From an optimization exercise on the open Yosys and OpenROAD flow, aimed at small area; shortcuts taken in it are not production practice. In this exercise RTL edits were held to simulation tests only and were not proved equivalent to the original. Power is estimated from default activity; no workload was simulated.

==> inputs of job 6137 <==
==> flow/design.v <==
module RegBit(
    input clk,
    input we,
    input keep,
    input wd,
    output reg q
);
always @(posedge clk)
    q <= (q & keep) | (wd & we);
endmodule
module Aoi222(input a0, s0, a1, s1, a2, s2, output y);
assign y = ~((a0 & s0) | (a1 & s1) | (a2 & s2));
endmodule
module Nand3(input a, b, c, output y);
assign y = ~(a & b & c);
endmodule
module Nand4(input a, b, c, d, output y);
assign y = ~(a & b & c & d);
endmodule
module Or3(input a, b, c, output y);
assign y = a | b | c;
endmodule
module ReadBit(
    input [31:1] sel,
    input [31:1] d,
    output y
);
wire [10:0] n;
genvar k;
generate
    for (k = 0; k < 10; k = k + 1) begin : g
        Aoi222 u(.a0(d[3*k+1]), .s0(sel[3*k+1]), .a1(d[3*k+2]), .s1(sel[3*k+2]),
                 .a2(d[3*k+3]), .s2(sel[3*k+3]), .y(n[k]));
    end
endgenerate
Nand2 u31(.a(d[31]), .b(sel[31]), .y(n[10]));
wire o0, o1, o2;
Nand4 c0(.a(n[0]), .b(n[1]), .c(n[2]), .d(n[3]), .y(o0));
Nand4 c1(.a(n[4]), .b(n[5]), .c(n[6]), .d(n[7]), .y(o1));
Nand3 c2(.a(n[8]), .b(n[9]), .c(n[10]), .y(o2));
Or3 c3(.a(o0), .b(o1), .c(o2), .y(y));
endmodule
module RegDecode(
    input clk,
    input reset,
    input regWrite,
    input [4:0] rs1,
    input [4:0] rs2,
    input [4:0] rd,
    output reg [31:1] we,
    output reg [31:1] keep,
    output reg [31:1] sel1,
    output reg [31:1] sel2
);
reg [31:1] valid;
integer i;
always @(posedge clk or posedge reset) begin
    if (reset)
        valid <= 31'b0;
    else
        valid <= valid | we;
end
always @(*) begin
    for (i = 1; i < 32; i = i + 1) begin
        we[i]   = regWrite && rd == i;
        keep[i] = !we[i];
        sel1[i] = valid[i] && rs1 == i;
        sel2[i] = valid[i] && rs2 == i;
    end
end
endmodule
module RegisterFile(
    input clk,
    input reset,
    input regWrite,
    input [4:0] rs1,
    input [4:0] rs2,
    input [4:0] rd,
    input [31:0] writeData,
    output [31:0] rd1,
    output [31:0] rd2
);
wire [31:1] we, keep, sel1, sel2;
RegDecode dec(
    .clk(clk), .reset(reset), .regWrite(regWrite),
    .rs1(rs1), .rs2(rs2), .rd(rd),
    .we(we), .keep(keep), .sel1(sel1), .sel2(sel2)
);
genvar r, b;
generate
    for (b = 0; b < 32; b = b + 1) begin : rbit
        wire [31:1] col;
        for (r = 1; r < 32; r = r + 1) begin : row
            RegBit u(.clk(clk), .we(we[r]), .keep(keep[r]), .wd(writeData[b]), .q(col[r]));
        end
        ReadBit p1(.sel(sel1), .d(col), .y(rd1[b]));
        ReadBit p2(.sel(sel2), .d(col), .y(rd2[b]));
    end
endgenerate
endmodule
module Nand2(input a, b, output y);
assign y = ~(a & b);
endmodule
module CarE(input p, g, c, output cn);
assign cn = ~((p & c) | g);
endmodule
module CarO(input pn, gn, cn, output c);
assign c = ~((pn | cn) & gn);
endmodule
module PGn(input a, b, output pn, gn);
Xnor2 x(.a(a), .b(b), .y(pn));
Nand2 n(.a(a), .b(b), .y(gn));
endmodule
module Xnor2(input a, b, output y);
assign y = ~(a ^ b);
endmodule
module BlkGP(input [3:0] p, g, output G, P);
wire g1 = g[1] | (p[1] & g[0]);
wire g2 = g[2] | (p[2] & g1);
assign G = g[3] | (p[3] & g2);
assign P = &p;
endmodule
module BlkC(input [2:0] p, g, input ci, output c1, c2, c3);
assign c1 = g[0] | (p[0] & ci);
assign c2 = g[1] | (p[1] & c1);
assign c3 = g[2] | (p[2] & c2);
endmodule
module PreGP(input Gh, Ph, Gl, Pl, output G, P);
assign G = Gh | (Ph & Gl);
assign P = Ph & Pl;
endmodule
module PreG(input Gh, Ph, Gl, output G);
assign G = Gh | (Ph & Gl);
endmodule
module Cla32(input [31:0] p, g, input cin, output [32:1] c);
wire [7:0] G, P;
wire [8:0] C;
genvar k;
assign C[0] = cin;
generate
    for (k = 1; k < 9; k = k + 1) begin : co
        assign C[k] = c[4*k];
    end
endgenerate
generate
    for (k = 0; k < 8; k = k + 1) begin : blk
        BlkGP gp(.p(p[4*k+3:4*k]), .g(g[4*k+3:4*k]), .G(G[k]), .P(P[k]));
    end
endgenerate
wire a3, a5, a7, q3, q5, q7;          
wire b6, b7, r6, r7;                  
PreG  l0 (.Gh(G[0]), .Ph(P[0]), .Gl(cin), .G(c[4]));
PreG  l1 (.Gh(G[1]), .Ph(P[1]), .Gl(c[4]), .G(c[8]));
PreGP l3 (.Gh(G[3]), .Ph(P[3]), .Gl(G[2]), .Pl(P[2]), .G(a3), .P(q3));
PreGP l5 (.Gh(G[5]), .Ph(P[5]), .Gl(G[4]), .Pl(P[4]), .G(a5), .P(q5));
PreGP l7 (.Gh(G[7]), .Ph(P[7]), .Gl(G[6]), .Pl(P[6]), .G(a7), .P(q7));
PreG  m2 (.Gh(G[2]), .Ph(P[2]), .Gl(c[8]), .G(c[12]));
PreG  m3 (.Gh(a3), .Ph(q3), .Gl(c[8]), .G(c[16]));
PreGP m6 (.Gh(G[6]), .Ph(P[6]), .Gl(a5), .Pl(q5), .G(b6), .P(r6));
PreGP m7 (.Gh(a7), .Ph(q7), .Gl(a5), .Pl(q5), .G(b7), .P(r7));
PreG  n4 (.Gh(G[4]), .Ph(P[4]), .Gl(c[16]), .G(c[20]));
PreG  n5 (.Gh(a5), .Ph(q5), .Gl(c[16]), .G(c[24]));
PreG  n6 (.Gh(b6), .Ph(r6), .Gl(c[16]), .G(c[28]));
PreG  n7 (.Gh(b7), .Ph(r7), .Gl(c[16]), .G(c[32]));
generate
    for (k = 0; k < 8; k = k + 1) begin : rin
        BlkC bc(.p(p[4*k+2:4*k]), .g(g[4*k+2:4*k]), .ci(C[k]),
                .c1(c[4*k+1]), .c2(c[4*k+2]), .c3(c[4*k+3]));
    end
endgenerate
endmodule
module CarryChain #(parameter N = 16) (
    input  [2*N-1:0] pg_p,
    input  [2*N-1:0] pg_g,
    input  cin,
    output [2*N:1] cc
);
genvar k;
generate
    for (k = 0; k < N; k = k + 1) begin : s
        if (k == 0) begin : f
            CarE e(.p(pg_p[0]), .g(pg_g[0]), .c(cin), .cn(cc[1]));
        end else begin : n
            CarE e(.p(pg_p[2*k]), .g(pg_g[2*k]), .c(cc[2*k]), .cn(cc[2*k+1]));
        end
        CarO o(.pn(pg_p[2*k+1]), .gn(pg_g[2*k+1]), .cn(cc[2*k+1]), .c(cc[2*k+2]));
    end
endgenerate
endmodule
module SingleCycleRiscV(
    input clk,
    input reset,
    output [31:0] pc,
    input  [31:0] instr,
    output [31:0] dmem_addr,
    output        dmem_re,
    output [3:0]  dmem_wmask,
    output [31:0] dmem_wdata,
    input  [31:0] dmem_rdata
);
reg [31:1] pcReg;
wire [31:0] pcFull = {pcReg, 1'b0};
assign pc = pcFull;
wire [6:0] op = instr[6:0];
wire [2:0] f3 = instr[14:12];
wire isOp     = op == 7'b0110011;
wire isOpImm  = op == 7'b0010011;
wire isLoad   = op == 7'b0000011;
wire isStore  = op == 7'b0100011;
wire isBranch = op == 7'b1100011;
wire isJal    = op == 7'b1101111;
wire isJalr   = op == 7'b1100111;
wire isAlu    = isOp | isOpImm;
wire regWrite = isAlu | isLoad | isJal | isJalr;
wire f3is000  = f3 == 3'b000;
wire f7ok     = !instr[31] && instr[29:25] == 5'b0;
wire [31:0] a, r2, writeData;
RegisterFile rf(
    .clk(clk), .reset(reset), .regWrite(regWrite),
    .rs1(instr[19:15]), .rs2(instr[24:20]), .rd(instr[11:7]),
    .writeData(writeData), .rd1(a), .rd2(r2)
);
wire s = instr[31];
wire [31:0] imm = {{21{s}}, instr[30:25], isStore ? instr[11:7] : instr[24:20]};
wire selR = isOp | isBranch;
wire sub  = isBranch | (isOp & f3is000 & instr[30]);
wire [31:0] b = selR ? (r2 ^ {32{sub}}) : imm;
genvar i;
wire [31:0] p = a ^ b;
wire [31:0] g = a & b;
wire [32:0] cc;
assign cc[0] = sub;
Cla32 aluc(.p(p), .g(g), .cin(sub), .c(cc[32:1]));
wire [31:0] sum = p ^ cc[31:0];
wire eq  = &p;
wire ltu = !cc[32];
wire lt  = p[31] ? sum[31] : g[31];
wire cnd = f3[2] ? (f3[1] ? ltu : lt) : eq;
wire taken = isBranch & (f3[2] | !f3[1]) & (cnd ^ f3[0]);
wire [31:0] pc4;
assign pc4[1:0] = pcFull[1:0];
assign pc4[31:2] = pcFull[31:2] + 30'd1;
wire [31:0] immBJ = isJal ? {{12{s}}, instr[19:12], instr[20], instr[30:21], 1'b0}
                          : {{20{s}}, instr[7], instr[30:25], instr[11:8], 1'b0};
wire [31:0] tP, tG;
wire [32:0] tc;
assign tP[1:0] = 2'b00; assign tG[1:0] = 2'b00;
generate
    for (i = 2; i < 32; i = i + 2) begin : tpe
        assign tP[i] = pcFull[i] ^ immBJ[i];
        assign tG[i] = pcFull[i] & immBJ[i];
        PGn po(.a(pcFull[i+1]), .b(immBJ[i+1]), .pn(tP[i+1]), .gn(tG[i+1]));
    end
endgenerate
wire c2 = pcFull[1] & immBJ[1];
assign tc[2] = c2;
CarryChain #(15) pcc(.pg_p(tP[31:2]), .pg_g(tG[31:2]), .cin(c2), .cc(tc[32:3]));
wire [31:0] pcImm;
assign pcImm[0] = 1'b0;
assign pcImm[1] = pcFull[1] ^ immBJ[1];
generate
    for (i = 2; i < 32; i = i + 2) begin : tsum
        assign pcImm[i] = tP[i] ^ tc[i];
        assign pcImm[i+1] = tP[i+1] ^ tc[i+1];
    end
endgenerate
wire sSum = isAlu & f3is000 & (isOpImm | f7ok);
wire sP   = isAlu & f3[2] & !f3[0];                  
wire sG   = isAlu & f3[2] & f3[1];                   
wire sLink = isJal | isJalr;
wire ldB = isLoad & f3 == 3'b000;
wire ldH = isLoad & f3 == 3'b001;
wire ldW = isLoad & f3 == 3'b010;
wire [31:0] ld = {dmem_rdata[31:16] & {16{ldW}},
                  dmem_rdata[15:8] & {8{ldW | ldH}},
                  dmem_rdata[7:0] & {8{ldW | ldH | ldB}}};
wire ext8  = ldB & dmem_rdata[7];
wire ext16 = ext8 | (ldH & dmem_rdata[15]);
wire [31:0] ext = {{16{ext16}}, {8{ext8}}, 8'b0};
assign writeData = (sum & {32{sSum}}) | (p & {32{sP}}) | (g & {32{sG}}) |
                   (pc4 & {32{sLink}}) | ld | ext;
assign dmem_addr  = sum;
assign dmem_re    = isLoad;
assign dmem_wdata = r2;
assign dmem_wmask = {{2{isStore & f3 == 3'b010}},
                     isStore & (f3 == 3'b001 | f3 == 3'b010),
                     isStore & (f3 == 3'b000 | f3 == 3'b001 | f3 == 3'b010)};
wire selImm = isJal | taken;
wire sel4   = !(isJal | isJalr | taken);
wire [31:1] pcNext = (sum[31:1] & {31{isJalr}}) | (pcImm[31:1] & {31{selImm}}) |
                     (pc4[31:1] & {31{sel4}});
always @(posedge clk or posedge reset) begin
    if (reset)
        pcReg <= 31'b0;
    else
        pcReg <= pcNext;
end
endmodule
==> flow/run.sh <==
#!/bin/bash
# synth_recipe.tcl (not shown) runs the flow's synth.tcl, then flattens the netlist and writes it again
# the make line also repeats each setting of config.mk as NAME=value (left out here)
make -C /OpenROAD-flow-scripts/flow DESIGN_CONFIG=/design/flow/config.mk WORK_HOME=/design/flow/orfs CLKGATE_MAP_FILE= SYNTH_SCRIPT=/design/flow/synth_recipe.tcl finish
==> flow/config.mk <==
export PLATFORM = sky130hd
export DESIGN_NAME = SingleCycleRiscV
export DESIGN_NICKNAME = SingleCycleRiscV
export VERILOG_FILES = /design/flow/design.v
export SDC_FILE = /design/flow/constraint.sdc
export NUM_CORES = 4
export LEC_CHECK = 0
export CAP_MARGIN = 20
export CORE_MARGIN = 2
export CORE_UTILIZATION = 45
export PLACE_DENSITY = 0.6
export SETUP_SLACK_MARGIN = 0.1
export SLEW_MARGIN = 20
export SYNTH_HIERARCHICAL = 1
==> flow/constraint.sdc <==
create_clock -name core_clock -period 12.0 [get_ports {clk}]
set_input_delay 2.4000 -clock core_clock [delete_from_list [all_inputs] [get_ports {clk}]]
set_output_delay 2.4000 -clock core_clock [all_outputs]
set_load 0.01 [all_outputs]
==> job 5092 (differences from job 6137) <==
--- a/flow/design.v
+++ b/flow/design.v
@@ -112,4 +112,8 @@
 Nand2 n(.a(a), .b(b), .y(gn));
 endmodule
+module Ha(input a, b, output s, c);
+assign s = a ^ b;
+assign c = a & b;
+endmodule
 module Xnor2(input a, b, output y);
 assign y = ~(a ^ b);
@@ -225,5 +229,6 @@
 wire selR = isOp | isBranch;
 wire sub  = isBranch | (isOp & f3is000 & instr[30]);
-wire [31:0] b = selR ? (r2 ^ {32{sub}}) : imm;
+wire [31:0] k = selR ? {32{sub}} : imm;
+wire [31:0] b = (r2 & {32{selR}}) ^ k;
 genvar i;
 wire [31:0] p = a ^ b;
@@ -239,6 +244,14 @@
 wire taken = isBranch & (f3[2] | !f3[1]) & (cnd ^ f3[0]);
 wire [31:0] pc4;
+wire [31:3] c4;
 assign pc4[1:0] = pcFull[1:0];
-assign pc4[31:2] = pcFull[31:2] + 30'd1;
+assign pc4[2] = !pcFull[2];
+assign c4[3] = pcFull[2];
+generate
+    for (i = 3; i < 31; i = i + 1) begin : inc
+        Ha h(.a(pcFull[i]), .b(c4[i]), .s(pc4[i]), .c(c4[i+1]));
+    end
+endgenerate
+assign pc4[31] = pcFull[31] ^ c4[31];
 wire [31:0] immBJ = isJal ? {{12{s}}, instr[19:12], instr[20], instr[30:21], 1'b0}
                           : {{20{s}}, instr[7], instr[30:25], instr[11:8], 1'b0};
==> flow/flow/run.sh (new file) <==
#!/bin/bash
# The standard layout (standard.sh, unchanged synthesis and steps) with two
# settings passed through the environment:
#  - port buffers are buf_1 cells instead of the default clkdlybuf4s50_1
#  - clock tree synthesis without dummy loads and with larger sink clusters
# make's full output goes to standard.log in the work folder; the tools' own
# logs stay under orfs/logs.
set -euo pipefail
export BUFFER_PORTS_ARGS="-buffer_cell sky130_fd_sc_hd__buf_1"
export CTS_ARGS="-sink_clustering_enable -repair_clock_nets -dont_use_dummy_load -buf_list sky130_fd_sc_hd__clkbuf_8 -sink_clustering_size 12 -sink_clustering_max_diameter 80"
bash standard.sh > standard.log 2>&1
==> flow/standard.sh (new file) <==
#!/bin/bash
# synth_recipe.tcl (not shown) runs the flow's synth.tcl, then flattens the netlist and writes it again
# the make line also repeats each setting of config.mk as NAME=value (left out here)
make -C /OpenROAD-flow-scripts/flow DESIGN_CONFIG=/design/flow/config.mk WORK_HOME=/design/flow/orfs CLKGATE_MAP_FILE= SYNTH_SCRIPT=/design/flow/synth_recipe.tcl "${@:-finish}"
CORE_UTILIZATION = 40   (was 45)
PLACE_DENSITY = 0.5   (was 0.6)
removed: flow/run.sh
==> job 5721 (differences from job 6137) <==
--- a/flow/design.v
+++ b/flow/design.v
@@ -112,4 +112,8 @@
 Nand2 n(.a(a), .b(b), .y(gn));
 endmodule
+module Ha(input a, b, output s, c);
+assign s = a ^ b;
+assign c = a & b;
+endmodule
 module Xnor2(input a, b, output y);
 assign y = ~(a ^ b);
@@ -122,7 +126,7 @@
 endmodule
 module BlkC(input [2:0] p, g, input ci, output c1, c2, c3);
-assign c1 = g[0] | (p[0] & ci);
-assign c2 = g[1] | (p[1] & c1);
-assign c3 = g[2] | (p[2] & c2);
+PreG u1(.Gh(g[0]), .Ph(p[0]), .Gl(ci), .G(c1));
+PreG u2(.Gh(g[1]), .Ph(p[1]), .Gl(c1), .G(c2));
+PreG u3(.Gh(g[2]), .Ph(p[2]), .Gl(c2), .G(c3));
 endmodule
 module PreGP(input Gh, Ph, Gl, Pl, output G, P);
@@ -225,5 +229,6 @@
 wire selR = isOp | isBranch;
 wire sub  = isBranch | (isOp & f3is000 & instr[30]);
-wire [31:0] b = selR ? (r2 ^ {32{sub}}) : imm;
+wire [31:0] k = selR ? {32{sub}} : imm;
+wire [31:0] b = (r2 & {32{selR}}) ^ k;
 genvar i;
 wire [31:0] p = a ^ b;
@@ -239,6 +244,14 @@
 wire taken = isBranch & (f3[2] | !f3[1]) & (cnd ^ f3[0]);
 wire [31:0] pc4;
+wire [31:3] c4;
 assign pc4[1:0] = pcFull[1:0];
-assign pc4[31:2] = pcFull[31:2] + 30'd1;
+assign pc4[2] = !pcFull[2];
+assign c4[3] = pcFull[2];
+generate
+    for (i = 3; i < 31; i = i + 1) begin : inc
+        Ha h(.a(pcFull[i]), .b(c4[i]), .s(pc4[i]), .c(c4[i+1]));
+    end
+endgenerate
+assign pc4[31] = pcFull[31] ^ c4[31];
 wire [31:0] immBJ = isJal ? {{12{s}}, instr[19:12], instr[20], instr[30:21], 1'b0}
                           : {{20{s}}, instr[7], instr[30:25], instr[11:8], 1'b0};
==> flow/flow/run.sh (new file) <==
#!/bin/bash
# The standard layout (standard.sh, unchanged synthesis and steps) with two
# settings passed through the environment:
#  - port buffers are buf_1 cells instead of the default clkdlybuf4s50_1
#  - clock tree synthesis without dummy loads and with larger sink clusters
# make's full output goes to standard.log in the work folder; the tools' own
# logs stay under orfs/logs.
set -euo pipefail
export BUFFER_PORTS_ARGS="-buffer_cell sky130_fd_sc_hd__buf_1"
export CTS_ARGS="-sink_clustering_enable -repair_clock_nets -dont_use_dummy_load -buf_list sky130_fd_sc_hd__clkbuf_8 -sink_clustering_size 16 -sink_clustering_max_diameter 80"
bash standard.sh > standard.log 2>&1
==> flow/standard.sh (new file) <==
#!/bin/bash
# synth_recipe.tcl (not shown) runs the flow's synth.tcl, then flattens the netlist and writes it again
# the make line also repeats each setting of config.mk as NAME=value (left out here)
make -C /OpenROAD-flow-scripts/flow DESIGN_CONFIG=/design/flow/config.mk WORK_HOME=/design/flow/orfs CLKGATE_MAP_FILE= SYNTH_SCRIPT=/design/flow/synth_recipe.tcl "${@:-finish}"
CAP_MARGIN = 10   (was 20)
CORE_UTILIZATION = 50   (was 45)
PLACE_DENSITY = 0.7   (was 0.6)
SLEW_MARGIN = 10   (was 20)
removed: flow/run.sh
==> comparison table <==
metric	job 5721	job 6137	job 5092
Max FO, Critical Path	17	32	32
Count of multi-input combinational gates	2865	2934	2873
Final-layout clock buffer total	77	158	98
DR vias/cell	8.483	8.012	7.840
Post-Synthesis Cells	4010	4088	4018
Met1 wire length	77550 um	86990 um	97040 um
Leakage power	18.95 nW	20.88 nW	19.15 nW
Global-route track usage on met3	16.60%	13.56%	9.752%
Slowest-stage cell, CP	sky130_fd_sc_hd__and3_1	sky130_fd_sc_hd__and3_2	sky130_fd_sc_hd__fa_1
Comb pwr	657 uW	773 uW	631 uW
Floorplan die height	304.4 um	321.9 um	340.2 um
Via count	46690	46970	45830
Met2 GRT Util	58.65%	59.20%	58.58%
Transition time of the tightest slew-check pin	1423 ps	1206 ps	1278 ps
Inverters	15	23	15
Area of the multi-input gates	23590 um^2	23950 um^2	23830 um^2
Outcome	complete, no violations	complete, no violations	complete, no violations
Proportion of total power due to net switching	27.90%	25.44%	27.78%
End point of the worst hold path	rf.dec.valid[12]	rf.dec.valid[8]	rf.dec.valid[30]
Combinational group share of total power	10.9%	9.4%	10.1%
Half-perimeter wire length after placement	131100 um	143600 um	155800 um
Met1 GRT Util	58.50%	55.85%	54.43%
Flip-flop and latch share of the layout cell area	43.40%	39.51%	42.59%
Global-route wire length before repair	302800 um	321700 um	337600 um
CORE AREA	89740 um^2	100100 um^2	112300 um^2
Non-clock buffer area fraction after layout	3.500%	5.819%	3.444%
Sequential share of power	60.1%	44.7%	58.0%

-- what the ideal ports hide --
In the flow no input, the clock included, has a driving cell. The finished layouts below were timed again as built, in two steps.
Step 1 assumes that a clkbuf_16 drives the clock port and a buf_2 every other input.
Step 2 times the ports against the registers' clock, not the clock port: input delays grow and output delays shrink by t, the midpoint of the rising clock arrivals with the driver on.
Three values: no drivers, after step 1, after step 2; two values: the first two.
run | shift t [ns] | slack for setup (ns) | worst setup path at the end | worst register clock-pin slew, ns | pins driven straight from the clock port
job 6137 | 0.774 | 0.260 / 0.227 / 0.227 | input to output | 0.07 / 0.07 | 1
job 5092 | 0.853 | 0.749 / 0.679 / 0.679 | input to output | 0.10 / 0.10 | 1
job 5721 | 0.819 | 0.515 / 0.468 / 0.319 | input to register | 0.11 / 0.11 | 1
After both steps setup and hold are still met in every run listed. For job 5721, which loses most, drivers alone change the setup slack by -0.047 ns; drivers and shift together by -0.196 ns.
